Background: an optimization exercise with open tools, aiming at small area, a short achievable clock period and few clock cycles per item. Do not read the settings as production practice.
The RTL was checked by simulation tests, not by an equivalence proof against the original design.
Power figures rest on the tool's default switching activity, not on a simulated workload.

$ cat flow/design.v
module unsigned_mult #(
parameter DWIDTH = 8  
)(
input  [  DWIDTH -1:0] op1    ,  
input  [  DWIDTH -1:0] op2    ,  
output [2*DWIDTH -1:0] result    
); 
assign result = op1 * op2;   
endmodule  
module signed_mult #(
parameter DWIDTH = 8  
)(
input  [  DWIDTH -1:0] op1    ,  
input  [  DWIDTH -1:0] op2    ,  
output [2*DWIDTH -1:0] result    
); 
wire   [  DWIDTH -1:0] abs_op1    ;   
wire   [  DWIDTH -1:0] abs_op2    ;   
wire   [2*DWIDTH -1:0] abs_result ;   
assign abs_op1 = op1[DWIDTH-1] ? (~op1 + 'd1) : op1;  
assign abs_op2 = op2[DWIDTH-1] ? (~op2 + 'd1) : op2;  
unsigned_mult #(
.DWIDTH (DWIDTH)  
)i_unsigned_mult_1(
 .op1    (abs_op1    ),  
 .op2    (abs_op2    ),  
 .result (abs_result )   
);  
assign result = (op1[DWIDTH-1] ^ op2[DWIDTH-1]) ? (~abs_result + 'd1) : abs_result; 
endmodule  
module comp_mult_1 #(
parameter DWIDTH = 8  
)(
input                              clk      ,  
input                              rst_n    ,  
input                              sw_rst   ,  
input                              op_val   ,  
output reg                         op_rdy   ,  
input      [      2*2*DWIDTH -1:0] op_data  ,  
output reg                         res_val  ,  
input                              res_rdy  ,  
output     [2*2*(DWIDTH + 1) -1:0] res_data    
); 
wire op_ld    ;  
reg  op_ld_d1 ;  
reg  op_ld_d2 ;  
reg  op_ld_d3 ;  
reg  op_ld_d4 ;  
reg  [  DWIDTH -1:0] x1 ;  
reg  [  DWIDTH -1:0] x2 ;  
reg  [  DWIDTH -1:0] y1 ;  
reg  [  DWIDTH -1:0] y2 ;  
reg  [  DWIDTH -1:0] mult_op1 ;  
reg  [  DWIDTH -1:0] mult_op2 ;  
wire [2*DWIDTH -1:0] prod     ;  
reg  [2*DWIDTH -1:0] prod_1_reg ;  
reg  [2*DWIDTH -1:0] prod_3_reg ;  
reg  [2*DWIDTH -1:0] xr         ;  
reg  [2*DWIDTH -1:0] yr         ;  
always @(posedge clk or negedge rst_n)
if(~rst_n)            op_rdy <= 1'b1 ; else
if(sw_rst)            op_rdy <= 1'b1 ; else
if(op_val & op_rdy)   op_rdy <= 1'b0 ; else 
if(res_val & res_rdy) op_rdy <= 1'b1 ; 
assign op_ld = op_val & op_rdy;
always @(posedge clk or negedge rst_n)
if(~rst_n) begin 
    op_ld_d1 <= 1'b0;
    op_ld_d2 <= 1'b0;
    op_ld_d3 <= 1'b0;
    op_ld_d4 <= 1'b0;
end else 
if(sw_rst) begin 
    op_ld_d1 <= 1'b0;
    op_ld_d2 <= 1'b0;
    op_ld_d3 <= 1'b0;
    op_ld_d4 <= 1'b0;
end else begin                        
    op_ld_d1 <= op_ld;     
    op_ld_d2 <= op_ld_d1;  
    op_ld_d3 <= op_ld_d2;  
    op_ld_d4 <= op_ld_d3;  
end 
always @(posedge clk or negedge rst_n)
if(~rst_n)    res_val <= 1'b0 ; else  
if(sw_rst)    res_val <= 1'b0 ; else  
if(op_ld_d4)  res_val <= 1'b1 ; else  
if(res_rdy)   res_val <= 1'b0 ;       
always @(posedge clk or negedge rst_n)
if(~rst_n) begin 
    x1 <= 'd0;
    y1 <= 'd0;
    x2 <= 'd0;
    y2 <= 'd0;
end else 
if(sw_rst) begin 
    x1 <= 'd0;
    y1 <= 'd0;
    x2 <= 'd0;
    y2 <= 'd0;
end else 
if(op_ld) begin                        
    x1 <= op_data[4*DWIDTH -1 -: DWIDTH]; 
    y1 <= op_data[3*DWIDTH -1 -: DWIDTH]; 
    x2 <= op_data[2*DWIDTH -1 -: DWIDTH]; 
    y2 <= op_data[1*DWIDTH -1 -: DWIDTH]; 
end 
always @(*)
casex({op_ld_d1, op_ld_d2, op_ld_d3, op_ld_d4})
4'b1xxx: mult_op1 = x1  ;
4'b01xx: mult_op1 = y1  ;
4'b001x: mult_op1 = x1  ;
4'b0001: mult_op1 = x2  ;
default: mult_op1 = 'd0 ;
endcase 
always @(*)
casex({op_ld_d1, op_ld_d2, op_ld_d3, op_ld_d4})
4'b1xxx: mult_op2 = x2  ;
4'b01xx: mult_op2 = y2  ;
4'b001x: mult_op2 = y2  ;
4'b0001: mult_op2 = y1  ;
default: mult_op2 = 'd0 ;
endcase
signed_mult #(
.DWIDTH (DWIDTH)  
) i_signed_mult (
 .op1    (mult_op1),  
 .op2    (mult_op2),  
 .result (prod    )   
);  
always @(posedge clk or negedge rst_n)
if(~rst_n)   prod_1_reg <= 'b0 ; else 
if(sw_rst)   prod_1_reg <= 'b0 ; else 
if(op_ld_d1) prod_1_reg <= prod;           
always @(posedge clk or negedge rst_n)
if(~rst_n)   xr <= 'b0              ; else 
if(sw_rst)   xr <= 'b0              ; else 
if(op_ld_d2) xr <= prod_1_reg - prod;      
always @(posedge clk or negedge rst_n)
if(~rst_n)   prod_3_reg <= 'b0 ; else 
if(sw_rst)   prod_3_reg <= 'b0 ; else 
if(op_ld_d3) prod_3_reg <= prod;           
always @(posedge clk or negedge rst_n)
if(~rst_n)   yr <= 'b0              ; else 
if(sw_rst)   yr <= 'b0              ; else 
if(op_ld_d4) yr <= prod_3_reg + prod;       
assign res_data = {{{'d2{xr[2*DWIDTH-1]}},xr},
                   {{'d2{yr[2*DWIDTH-1]}},yr}};  
endmodule  
module comp_mult_2 #(
parameter DWIDTH = 8  
)(
input                              clk      ,  
input                              rst_n    ,  
input                              sw_rst   ,  
input                              op_val   ,  
output reg                         op_rdy   ,  
input      [      2*2*DWIDTH -1:0] op_data  ,  
output reg                         res_val  ,  
input                              res_rdy  ,  
output     [2*2*(DWIDTH + 1) -1:0] res_data    
); 
wire op_ld    ;  
reg  op_ld_d1 ;  
reg  op_ld_d2 ;  
reg  [  DWIDTH -1:0] x1 ;  
reg  [  DWIDTH -1:0] x2 ;  
reg  [  DWIDTH -1:0] y1 ;  
reg  [  DWIDTH -1:0] y2 ;  
wire [  DWIDTH -1:0] mult0_op2 ;  
wire [  DWIDTH -1:0] mult1_op2 ;  
wire [2*DWIDTH -1:0] prod1 ;  
wire [2*DWIDTH -1:0] prod2 ;  
reg  [ 2*DWIDTH-1:0] xr ;  
reg  [ 2*DWIDTH-1:0] yr ;  
always @(posedge clk or negedge rst_n)
if(~rst_n)            op_rdy <= 1'b1 ; else
if(sw_rst)            op_rdy <= 1'b1 ; else
if(op_val & op_rdy)   op_rdy <= 1'b0 ; else 
if(res_val & res_rdy) op_rdy <= 1'b1 ; 
assign op_ld = op_val & op_rdy;
always @(posedge clk or negedge rst_n)
if(~rst_n) begin 
    op_ld_d1 <= 1'b0;
    op_ld_d2 <= 1'b0;
end else 
if(sw_rst) begin 
    op_ld_d1 <= 1'b0;
    op_ld_d2 <= 1'b0;
end else begin                        
    op_ld_d1 <= op_ld; 
    op_ld_d2 <= op_ld_d1; 
end 
always @(posedge clk or negedge rst_n)
if(~rst_n)    res_val <= 1'b0 ; else  
if(sw_rst)    res_val <= 1'b0 ; else  
if(op_ld_d2)  res_val <= 1'b1 ; else  
if(res_rdy)   res_val <= 1'b0 ;       
always @(posedge clk or negedge rst_n)
if(~rst_n) begin 
    x1 <= 'd0;
    y1 <= 'd0;
    x2 <= 'd0;
    y2 <= 'd0;
end else 
if(sw_rst) begin 
    x1 <= 'd0;
    y1 <= 'd0;
    x2 <= 'd0;
    y2 <= 'd0;
end else 
if(op_ld) begin                        
    x1 <= op_data[4*DWIDTH -1 -: DWIDTH]; 
    y1 <= op_data[3*DWIDTH -1 -: DWIDTH]; 
    x2 <= op_data[2*DWIDTH -1 -: DWIDTH]; 
    y2 <= op_data[1*DWIDTH -1 -: DWIDTH]; 
end 
assign mult0_op2 = op_ld_d1 ? x2 : y2 ;  
assign mult1_op2 = op_ld_d1 ? y2 : x2 ;  
signed_mult #(
.DWIDTH (DWIDTH)  
)i_signed_mult_0(
 .op1    (x1        ),  
 .op2    (mult0_op2 ),  
 .result (prod1     )   
);  
signed_mult #(
.DWIDTH (DWIDTH)  
)i_signed_mult_1(
 .op1    (y1        ),  
 .op2    (mult1_op2 ),  
 .result (prod2     )   
);  
always @(posedge clk or negedge rst_n)
if(~rst_n)   xr <= 'b0             ; else 
if(sw_rst)   xr <= 'b0             ; else 
if(op_ld_d1) xr <= prod1 - prod2 ;       
always @(posedge clk or negedge rst_n)
if(~rst_n)   yr <= 'b0           ; else 
if(sw_rst)   yr <= 'b0           ; else 
if(op_ld_d2) yr <= prod1 + prod2 ;       
assign res_data = {{{'d2{xr[2*DWIDTH-1]}},xr},
                   {{'d2{yr[2*DWIDTH-1]}},yr}};  
endmodule  
module comp_mult_4 #(
parameter DWIDTH = 8  
)(
input                              clk      ,  
input                              rst_n    ,  
input                              sw_rst   ,  
input                              op_val   ,  
output reg                         op_rdy   ,  
input      [      2*2*DWIDTH -1:0] op_data  ,  
output reg                         res_val  ,  
input                              res_rdy  ,  
output     [2*2*(DWIDTH + 1) -1:0] res_data    
); 
wire op_ld;  
wire [  DWIDTH -1:0] x1 ;  
wire [  DWIDTH -1:0] x2 ;  
wire [  DWIDTH -1:0] y1 ;  
wire [  DWIDTH -1:0] y2 ;  
wire [2*DWIDTH -1:0] prod1  ;  
wire [2*DWIDTH -1:0] prod2  ;  
wire [2*DWIDTH -1:0] prod3  ;  
wire [2*DWIDTH -1:0] prod4  ;  
reg  [2*DWIDTH-1 :0] xr ;  
reg  [2*DWIDTH-1 :0] yr ;  
always @(posedge clk or negedge rst_n)
if(~rst_n)            op_rdy <= 1'b1 ; else
if(sw_rst)            op_rdy <= 1'b1 ; else
if(op_val & op_rdy)   op_rdy <= 1'b0 ; else 
if(res_rdy)           op_rdy <= 1'b1 ; 
assign op_ld = op_val & op_rdy;
always @(posedge clk or negedge rst_n)
if(~rst_n)              res_val <= 1'b0 ; else  
if(sw_rst)              res_val <= 1'b0 ; else  
if(op_ld)               res_val <= 1'b1 ; else  
if(res_rdy)             res_val <= 1'b0 ;       
assign x1 = op_data[4*DWIDTH -1 -: DWIDTH]; 
assign y1 = op_data[3*DWIDTH -1 -: DWIDTH]; 
assign x2 = op_data[2*DWIDTH -1 -: DWIDTH]; 
assign y2 = op_data[1*DWIDTH -1 -: DWIDTH]; 
signed_mult #(
.DWIDTH (DWIDTH)  
)i_signed_mult_0(
 .op1    (x1     ),  
 .op2    (x2     ),  
 .result (prod1  )   
);  
signed_mult #(
.DWIDTH (DWIDTH)  
)i_signed_mult_1(
 .op1    (x1     ),  
 .op2    (y2     ),  
 .result (prod2  )   
);  
signed_mult #(
.DWIDTH (DWIDTH)  
)i_signed_mult_2(
 .op1    (x2     ),  
 .op2    (y1     ),  
 .result (prod3  )   
);  
signed_mult #(
.DWIDTH (DWIDTH)  
)i_signed_mult_3(
 .op1    (y1     ),  
 .op2    (y2     ),  
 .result (prod4  )   
);  
always @(posedge clk or negedge rst_n)
if(~rst_n)   xr <= 'b0           ; else 
if(sw_rst)   xr <= 'b0           ; else 
if(op_ld)    xr <= prod1 - prod4 ;       
always @(posedge clk or negedge rst_n)
if(~rst_n)   yr <= 'b0           ; else 
if(sw_rst)   yr <= 'b0           ; else 
if(op_ld)    yr <= prod2 + prod3 ;       
assign res_data = {{{'d2{xr[2*DWIDTH-1]}},xr},
                   {{'d2{yr[2*DWIDTH-1]}},yr}};  
endmodule  
module comp_mult_wrapper #(
parameter DWIDTH  = 8 ,  
parameter NO_MULT = 4    
)(
input                          clk      ,  
input                          rst_n    ,  
input                          sw_rst   ,  
input                          op_val   ,  
output                         op_rdy   ,  
input  [      2*2*DWIDTH -1:0] op_data  ,  
output                         res_val  ,  
input                          res_rdy  ,  
output [2*2*(DWIDTH + 1) -1:0] res_data    
); 
generate 
    if(NO_MULT == 4) begin : GEN_4_MULTS
        comp_mult_4 #(
        .DWIDTH (DWIDTH)  
        )i_comp_mult_4 (
        .clk      (clk      ),  
        .rst_n    (rst_n    ),  
        .sw_rst   (sw_rst   ),  
        .op_val   (op_val   ),  
        .op_rdy   (op_rdy   ),  
        .op_data  (op_data  ),  
        .res_val  (res_val  ),  
        .res_rdy  (res_rdy  ),  
        .res_data (res_data )   
        ); 
    end
    else if(NO_MULT == 2) begin : GEN_2_MULTS
        comp_mult_2 #(
        .DWIDTH (DWIDTH)  
        )i_comp_mult_2 (
        .clk      (clk      ),  
        .rst_n    (rst_n    ),  
        .sw_rst   (sw_rst   ),  
        .op_val   (op_val   ),  
        .op_rdy   (op_rdy   ),  
        .op_data  (op_data  ),  
        .res_val  (res_val  ),  
        .res_rdy  (res_rdy  ),  
        .res_data (res_data )   
        ); 
    end else if(NO_MULT == 1) begin : GEN_1_MULT
        comp_mult_1 #(
        .DWIDTH (DWIDTH)  
        )i_comp_mult_1 (
        .clk      (clk      ),  
        .rst_n    (rst_n    ),  
        .sw_rst   (sw_rst   ),  
        .op_val   (op_val   ),  
        .op_rdy   (op_rdy   ),  
        .op_data  (op_data  ),  
        .res_val  (res_val  ),  
        .res_rdy  (res_rdy  ),  
        .res_data (res_data )   
        ); 
    end
    else begin : ERROR
        initial begin 
            $display("%M ERROR: Invalid number of multipliers, NO_MULT should be 1, 2 or 4 \n");
            $stop;
        end 
    end 
endgenerate 
endmodule  
module comp_mult_top #(
parameter NO_MULT   = 4     ,  
parameter APB_BADDR = 0     ,  
parameter SYS_AW    = 16    ,  
parameter REG_DW    = 16       
)(
input                    clk         ,  
input                    rst_n       ,  
input      [ SYS_AW-1:0] apb_paddr   ,  
input                    apb_psel    ,  
input                    apb_penable ,  
input                    apb_pwrite  ,  
input      [REG_DW -1:0] apb_pwdata  ,  
output                   apb_pready  ,  
output reg [REG_DW -1:0] apb_prdata  ,  
output reg               apb_pslverr ,  
output reg               mem_ce      ,  
output reg               mem_we      ,  
output reg [SYS_AW -1:0] mem_addr    ,  
output reg [     8 -1:0] mem_wr_data ,  
input      [     8 -1:0] mem_rd_data    
);
localparam DWIDTH = 8 ;
localparam IDLE   = 2'b00;  
localparam RD_OPS = 2'b01;  
localparam WORK   = 2'b10;  
localparam WR_RES = 2'b11;  
reg  [       REG_DW -1:0] op1_addr      ;  
reg  [       REG_DW -1:0] op2_addr      ;  
reg  [       REG_DW -1:0] res_addr      ;  
reg  [       REG_DW -1:0] no_op         ;  
reg  [       REG_DW -1:0] cfg_start     ;  
reg  [       REG_DW -1:0] sts_stop      ;  
wire                      wr_op1_addr   ;  
wire                      wr_op2_addr   ;  
wire                      wr_res_addr   ;  
wire                      wr_no_op      ;  
wire                      wr_cfg_start  ;  
wire                      wr_sts_stop   ;  
wire                      rd_sts_stop   ;  
wire                      rd_sts_state  ;  
wire                      sel_regs      ;  
reg                       op_val        ;  
wire                      op_rdy        ;  
wire [   2*2*DWIDTH -1:0] op_data       ;  
wire                      res_val       ;  
reg                       res_rdy       ;  
wire [2*2*(DWIDTH+1)-1:0] res_data      ;  
wire                      set_res_rdy   ;  
reg  [     3*DWIDTH -1:0] data_reg      ;  
reg  [            2 -1:0] sts_cstate    ;  
wire                      start         ;  
wire                      sw_rst        ;  
wire                      byte_rd_done  ;  
wire                      byte_wr_done  ;  
wire                      finish        ;  
wire                      next_op       ;  
reg                       mem_ce_d      ;  
reg                       mem_we_d      ;  
wire                      set_mem_ce    ;  
wire                      set_mem_we    ;  
reg  [            3 -1:0] byte_cnt      ;  
reg  [       REG_DW -1:0] op_cnt        ;  
comp_mult_wrapper #(
.DWIDTH  (DWIDTH  ),  
.NO_MULT (NO_MULT )   
) i_comp_mult_wrapper (
.clk      (clk     ),  
.rst_n    (rst_n   ),  
.sw_rst   (sw_rst  ),  
.op_val   (op_val  ),  
.op_rdy   (op_rdy  ),  
.op_data  (op_data ),  
.res_val  (res_val ),  
.res_rdy  (res_rdy ),  
.res_data (res_data)   
); 
assign apb_pready = 1'b1;  
assign wr_op1_addr  = apb_psel & apb_penable &  apb_pwrite & (apb_paddr == APB_BADDR + 0); 
assign wr_op2_addr  = apb_psel & apb_penable &  apb_pwrite & (apb_paddr == APB_BADDR + 1); 
assign wr_res_addr  = apb_psel & apb_penable &  apb_pwrite & (apb_paddr == APB_BADDR + 2); 
assign wr_no_op     = apb_psel & apb_penable &  apb_pwrite & (apb_paddr == APB_BADDR + 3); 
assign wr_cfg_start = apb_psel & apb_penable &  apb_pwrite & (apb_paddr == APB_BADDR + 4); 
assign wr_sts_stop  = apb_psel & apb_penable &  apb_pwrite & (apb_paddr == APB_BADDR + 5);  
assign rd_sts_stop  = apb_psel & apb_penable & ~apb_pwrite & (apb_paddr == APB_BADDR + 5);  
assign rd_sts_state = apb_psel & apb_penable & ~apb_pwrite & (apb_paddr == APB_BADDR + 6);  
assign sel_regs = wr_op1_addr  |
                  wr_op2_addr  |
                  wr_res_addr  |
                  wr_no_op     |
                  wr_cfg_start |
                  wr_sts_stop  |
                  rd_sts_stop  |
                  rd_sts_state ;
always @(posedge clk or negedge rst_n)
if(~rst_n)        apb_pslverr <= 'd0         ; else   
if(apb_pslverr)   apb_pslverr <= 'd0         ; else   
if(apb_penable)   apb_pslverr <= ~sel_regs   ;        
always @(posedge clk or negedge rst_n)
if(~rst_n)          op1_addr  <= 'd0            ; else  
if(wr_op1_addr)     op1_addr  <= apb_pwdata     ; else  
if(byte_rd_done)    op1_addr  <= op1_addr + 'd2 ;
always @(posedge clk or negedge rst_n)
if(~rst_n)          op2_addr  <= 'd0            ; else  
if(wr_op2_addr)     op2_addr  <= apb_pwdata     ; else  
if(byte_rd_done)    op2_addr  <= op2_addr + 'd2 ;
always @(posedge clk or negedge rst_n)
if(~rst_n)          res_addr  <= 'd0            ; else  
if(wr_res_addr)     res_addr  <= apb_pwdata     ; else  
if(byte_wr_done)    res_addr  <= res_addr + 'd6 ;
always @(posedge clk or negedge rst_n)
if(~rst_n)          no_op     <= 'd0            ; else  
if(wr_no_op)        no_op     <= apb_pwdata     ;       
always @(posedge clk or negedge rst_n)              
if(~rst_n)          cfg_start <= 'd0            ; else  
if(~sw_rst & start) cfg_start <= 'd0            ; else  
if(wr_cfg_start)    cfg_start <= apb_pwdata     ;       
always @(posedge clk or negedge rst_n)        
if(~rst_n)          sts_stop  <= 'd0            ; else  
if(wr_sts_stop)     sts_stop  <= apb_pwdata     ; else  
if(finish)          sts_stop  <= {{REG_DW-1{1'b0}}, 1'b1} ;  
always @(posedge clk or negedge rst_n)
if(~rst_n)          apb_prdata <= 'd0                            ; else  
if(rd_sts_stop)     apb_prdata <= sts_stop                       ; else  
if(rd_sts_state)    apb_prdata <= {{REG_DW-2{1'b0}}, sts_cstate} ;       
assign start  = cfg_start[0] & (no_op > 'd0);
assign sw_rst = cfg_start[1];
always @(posedge clk or negedge rst_n)
if(~rst_n) 
    sts_cstate <= IDLE;      
else if(sw_rst) 
    sts_cstate <= IDLE; 
else begin 
    case(sts_cstate)
        IDLE    : if(start)                 
                    sts_cstate <= RD_OPS;   
                  else
                    sts_cstate <= IDLE;
        RD_OPS  : if(byte_rd_done)  
                    sts_cstate <= WORK;     
                  else 
                    sts_cstate <= RD_OPS;
        WORK    : if(res_val)
                    sts_cstate <= WR_RES;   
                  else 
                    sts_cstate <= WORK;
        default : if(finish) 
                    sts_cstate <= IDLE;     
                  else if(next_op)
                    sts_cstate <= RD_OPS;   
                  else 
                    sts_cstate <= WR_RES;
    endcase 
end   
assign byte_rd_done = (sts_cstate == RD_OPS) & (byte_cnt == 3'd3);   
assign byte_wr_done = (sts_cstate == WR_RES) & (byte_cnt == 3'd5);   
assign next_op      = byte_wr_done & (op_cnt != (no_op - 'd1));      
assign finish       = byte_wr_done & (op_cnt == (no_op - 'd1));      
always @(posedge clk or negedge rst_n)
if(~rst_n)          byte_cnt <= 3'd0            ; else  
if(byte_rd_done)    byte_cnt <= 3'd0            ; else  
if(byte_wr_done)    byte_cnt <= 3'd0            ; else  
if(mem_ce)          byte_cnt <= byte_cnt + 3'd1 ;       
always @(posedge clk or negedge rst_n)
if(~rst_n)          op_cnt <= 'd0          ; else  
if(finish)          op_cnt <= 'd0          ; else  
if(next_op)         op_cnt <= op_cnt + 'd1 ;       
always @(posedge clk or negedge rst_n)
if(~rst_n)          op_val <= 1'b0; else   
if(byte_rd_done)    op_val <= 1'b1; else   
if(op_val & op_rdy) op_val <= 1'b0;        
always @(posedge clk or negedge rst_n)
if(~rst_n)          data_reg <= 'd0; else   
if(mem_ce_d & ~mem_we_d) begin              
    case(byte_cnt)
        3'b001 :    data_reg[3*DWIDTH-1 : 2*DWIDTH] <= mem_rd_data;  
        3'b010 :    data_reg[2*DWIDTH-1 : 1*DWIDTH] <= mem_rd_data;  
        3'b011 :    data_reg[1*DWIDTH-1 : 0       ] <= mem_rd_data;  
        default:    data_reg                        <= data_reg; 
    endcase 
end 
assign op_data = {data_reg, mem_rd_data};  
assign set_res_rdy = (sts_cstate == WR_RES) & (byte_cnt == 3'd4);  
always @(posedge clk or negedge rst_n)
if(~rst_n)       res_rdy <= 1'b0; else   
if(set_res_rdy)  res_rdy <= 1'b1; else   
if(byte_wr_done) res_rdy <= 1'b0;        
always @(*) 
    if(sts_cstate == RD_OPS)
        if(byte_cnt < 3'd2) mem_addr = op1_addr + byte_cnt       ; else  
                            mem_addr = op2_addr + byte_cnt - 'd2 ;       
    else  
                            mem_addr = res_addr + byte_cnt;              
always @(*)
    case(byte_cnt)
        3'b000  : mem_wr_data <= res_data[25:18];           
        3'b001  : mem_wr_data <= res_data[33:26];           
        3'b010  : mem_wr_data <= {6'd0, res_data[35:34]};   
        3'b011  : mem_wr_data <= res_data[ 7:0 ];           
        3'b100  : mem_wr_data <= res_data[15:8 ];           
        default : mem_wr_data <= {6'd0, res_data[17:16]};   
    endcase 
assign set_mem_ce = ((sts_cstate == IDLE)   & start   ) |   
                    ((sts_cstate == WR_RES) & next_op ) |   
                    ((sts_cstate == WORK)   & res_val ) ;   
always @(posedge clk or negedge rst_n)
if(~rst_n)        mem_ce <= 1'b0; else  
if(set_mem_ce)    mem_ce <= 1'b1; else  
if(byte_rd_done | byte_wr_done) 
                  mem_ce <= 1'b0;       
assign set_mem_we = (sts_cstate == WORK) & res_val;  
always @(posedge clk or negedge rst_n)
if(~rst_n)        mem_we <= 1'b0; else     
if(set_mem_we)    mem_we <= 1'b1; else     
if(byte_wr_done)  mem_we <= 1'b0;          
always @(posedge clk or negedge rst_n)
if(~rst_n) mem_ce_d <= 1'b0   ; else       
if(sw_rst) mem_ce_d <= 1'b0   ; else       
           mem_ce_d <= mem_ce ;        
always @(posedge clk or negedge rst_n)    
if(~rst_n) mem_we_d <= 1'b0   ; else       
if(sw_rst) mem_we_d <= 1'b0   ; else       
           mem_we_d <= mem_we ;
endmodule  
$ cat flow/run.sh
#!/bin/bash
# synth_recipe.tcl (not shown) runs the flow's synth.tcl, then flattens the netlist and writes it again
# the make line also repeats each setting of config.mk as NAME=value (left out here)
make -C /OpenROAD-flow-scripts/flow DESIGN_CONFIG=/design/flow/config.mk WORK_HOME=/design/flow/orfs CLKGATE_MAP_FILE= SYNTH_SCRIPT=/design/flow/synth_recipe.tcl finish
$ cat flow/config.mk
export PLATFORM = sky130hd
export DESIGN_NAME = comp_mult_top
export DESIGN_NICKNAME = comp_mult_top
export VERILOG_FILES = /design/flow/design.v
export SDC_FILE = /design/flow/constraint.sdc
export NUM_CORES = 4
export LEC_CHECK = 0
export CAP_MARGIN = 20
export CORE_MARGIN = 2
export CORE_UTILIZATION = 40
export SLEW_MARGIN = 20
$ cat flow/constraint.sdc
create_clock -name core_clock -period 10.0 [get_ports {clk}]
set_input_delay 2.0000 -clock core_clock [delete_from_list [all_inputs] [get_ports {clk}]]
set_output_delay 2.0000 -clock core_clock [all_outputs]
set_load 0.01 [all_outputs]
==> impl_summary.txt <==
----------------------------------------------------
[Setup path]
  Biggest fanout along the worst timing path ... 6
  Required arrival time at the worst endpoint ... 10.35 ns
  Cell family contributing the most delay on the critical path ... adder cells
  Endpoint kind of the worst setup timing path ... flop
  Slowest Stage Delay on Critical Path ... 0.68 ns
  Slowest CP cell ... sky130_fd_sc_hd__or4b_2
  Critical Setup Path Class ... input port to flop
  Startpoint type of the worst setup path ... input port
  Buffer and inverter count on the worst path ... 6
  Arrival @ worst endpoint ... 9.63 ns

[Final layout]
  Post-route design area ... 23,700 um2
  Share of cells above drive strength 1 ... 0.0732
  Inserted Diodes ... 0
  Leading cell type in the layout, fill and taps excluded ... sky130_fd_sc_hd__nor2_1
  Commonest cells after routing, fill and taps aside ... sky130_fd_sc_hd__nor2_1, sky130_fd_sc_hd__inv_1, sky130_fd_sc_hd__ha_1
  Net count, final ... 2,964
  P&R area growth vs syn ... 10.7%
  Max FFs per register ... 24

[Synthesis]
  Post-synthesis area per instance ... 8.56 um2
  Number of synthesis warnings ... 2
  Post-synthesis cell type count ... 85
  Combined area of all synthesized cells ... 21,400 um2
  Number of cells produced by synthesis ... 2,497
  Post-synth EDFFs ... 0
  Share of async-settable or async-resettable flops after synthesis ... 1.00
  Flops & latches, synth ... 184
  Register area share after synthesis ... 0.215
  Most used flip-flop cell after synthesis ... sky130_fd_sc_hd__dfrtp_1
  Mapped Nets ... 2,918

[Timing]
  Worst hold margin ... 0.433 ns
  Final number of hold-violating endpoints ... 0
  Total setup violations reported at the end of the flow ... 0
  Least-Margin Pin Slew ... 1.02 ns
  Setup repair after global routing missed its margin ... false
  PnR worst setup slack ... 0.724 ns
  Setup_tns ... 0 ns
  Peak clock frequency supported by timing ... 108 MHz
  Period Utilization, post-route ... 0.928
  Shortest clock period the worst path allows after layout ... 9.28 ns
  Clock tree skew after final layout ... 0.0189 ns
  Max transition margin ... 0.297
  Number of pins with negative max-slew slack in the final report ... 0

[Detailed routing]
  Count of unresolved DRC violations after routing ... 0
  Total wirelength of the detailed-routed design ... 56,100 um
  1st-pass router iterations ... 5
  Post-route antenna net violation count ... 0
  Detail-routed via count per cell ... 5.42
  Average wire per cell in the routed design ... 17.3 um
  Number of DRC violations after detailed-routing iteration 0 ... 951
  Total number of vias ... 17,567

[Placement]
  Detail Placement HPWL ... 44,600 um
  Last weighted congestion value of the routability-driven placer ... 0.880
  Worst Setup Slack post-DPL ... 0.243 ns
  Post-Place Cell Area ... 23,100 um2
  IO buf count ... 87

[Floorplan]
  DIE WIDTH ... 235 um
  Die Area ... 55,300 um2
  Count of standard-cell rows ... 84
  Effective utilization at floorplan ... 0.406
  Die Y ... 235 um
  Placeable core region ... 52,700 um2
  I/O pin count ... 89

[Clock tree]
  Worst-case clock buffer depth ... 2
  Post-CTS Hold Buffers ... 0
  Latest clock arrival within the worst-skew pair ... 0.47 ns
  Clock root buffer ... sky130_fd_sc_hd__clkbuf_16
  Post-CTS resize count ... 0
  Number of buffers created by CTS ... 17
  Clock transition at the registers of the reported paths ... 0.08 ns
  Clk sink count ... 184
  Post-CTS setup-driven buffer insertion count ... 0
  TritonCTS clock tree ... done
  H-Tree Level Count ... 4

[Power and ir drop]
  Reported leakage power ... 11.5 nW
  Ratio of total power to cell area ... 106 nW/um2
  Maximum VDD drop ... 0.129 mV

[Run]
  Maxcap violations ... 0

[Global route]
  Total global-route track usage ... 0.204
  Wire length of the first global-routing pass ... 91,800 um
  Via count of the first global-routing pass ... 17,678
  Pin count of the biggest net entering global routing ... 117
  GRT Residual Overflow ... 0
  Initial antenna violation count ... 0

[Hold path]
  Class of the tightest hold or removal check ... flop to flop

[Run status]
  Result of the run ... complete, no violations

----------------------------------------------------
## worst reg2reg max path: cells and delay by family (launching register included)
kind                       cells  cell delay, ns
DFF                            1            0.58
xor gates and xnor gates       4            1.28
and+or+nand+nor                4            0.80
adders and majority gates      7            3.06
buffers and inverters          5            0.94
AOI/OAI and AO/OA              7            1.57
## final timing paths
check                                    startpoint  cells past startpoint  slack, ns                       end
setup reg to reg           data_reg[16]$_DFFE_PN0P_                     27       1.66                      flop
hold reg to reg               apb_pslverr$_DFF_PN0_                      1       0.43     apb_pslverr$_DFF_PN0_
hold / removal                apb_pslverr$_DFF_PN0_                      1       0.43     apb_pslverr$_DFF_PN0_
max in group asynchronous                     rst_n                      2       6.93  op2_addr[15]$_DFFE_PN0P_
min in group asynchronous                     rst_n                      1       1.59     no_op[12]$_DFFE_PN0P_
setup / recovery                     mem_rd_data[2]                     27       0.72                      flop
## cell usage after synthesis, drive strengths merged, types with 32 or more instances
master | n | area share
ha | 227 | 0.13
clkbuf | 92 | 0.016
o21ai | 154 | 0.037
a22o | 40 | 0.016
nand2 | 178 | 0.031
xor2 | 91 | 0.037
fa | 149 | 0.14
or2 | 32 | 0.0094
inv | 291 | 0.051
nor3 | 37 | 0.0092
a21oi | 95 | 0.022
dfrtp | 183 | 0.21
mux2 | 45 | 0.024
nand3 | 41 | 0.0098
nor2 | 331 | 0.058
xnor2 | 159 | 0.065
## routing by layer
metal  vias up  GRT usage  part of all wire
li1       8486          -                 -
met1      8599      0.265              0.44
met2       388      0.343              0.47
met3        94     0.0301             0.045
met4         0     0.0814             0.040
met5         -          0                 0
## final cells by class
| class | instances | area (um2) |
|---|---|---|
| well taps | 688 | 861 |
| fillers | 5129 | 29000 |
| clock buffers | 17 | 425 |
| inverters | 291 | 1090 |
| flip-flops and latches | 184 | 4610 |
| multi-input cells | 1922 | 15300 |
| clock inverters | 15 | 189 |
| repair buffers | 127 | 1170 |
## kinds of logic (layout without fill, tap and decap cells)
group,count (synthesis),after routing,synth area share
muxes,56,56,0.0288
buffers and inverters,391,450,0.0703
other,1,1,0.000175
xor gates and xnor gates,251,251,0.103
AOI/OAI and AO/OA,470,470,0.145
adders and majority gates,376,376,0.272
DFF,184,184,0.215
and+or+nand+nor,768,768,0.165
## through the flow
stage	power, mW	cells	util
2_1_floorplan	1.54	2497	-
3_3_place_gp	1.78	3212	0.438
3_5_place_dp	1.80	3212	0.438
4_1_cts	2.53	3244	0.450
5_1_grt	2.68	3244	0.450
6_report	2.51	3244	0.450
## power by group
| group | total, mW | leakage (nW) | internal, mW | switching (mW) |
|---|---|---|---|---|
| clock | 0.718 | 0.300 | 0.345 | 0.373 |
| sequential | 0.748 | 2.29 | 0.745 | 0.00258 |
| combinational | 1.04 | 8.91 | 0.433 | 0.606 |
| total | 2.51 | 11.5 | 1.52 | 0.982 |
Testbench counts, summed over its fixed seeds: cycles 16,412, items 1,337.

==> what the ideal ports hide <==
Ports are ideal in the flow. The routed layout listed here was re-timed in OpenROAD.
Step 1 assumes that a clkbuf_16 drives the clock port and a buf_2 every other input.
Step 2, shift: input delay + t, output delay - t, t = (earliest + latest rising clock arrival at the registers) / 2. This alone moves slack from input paths to output paths.
a / b / c = no drivers / after step 1 / after step 2; a / b = the first two.
shift t [ns]: 0.514
setup slack, ns: 0.724 / 0.759 / 0.245
slew at the worst register clock pin (ns): 0.09 / 0.09
After both steps this run still meets setup and hold. For this run, drivers alone change the setup slack by +0.035 ns; drivers and shift together by -0.479 ns.
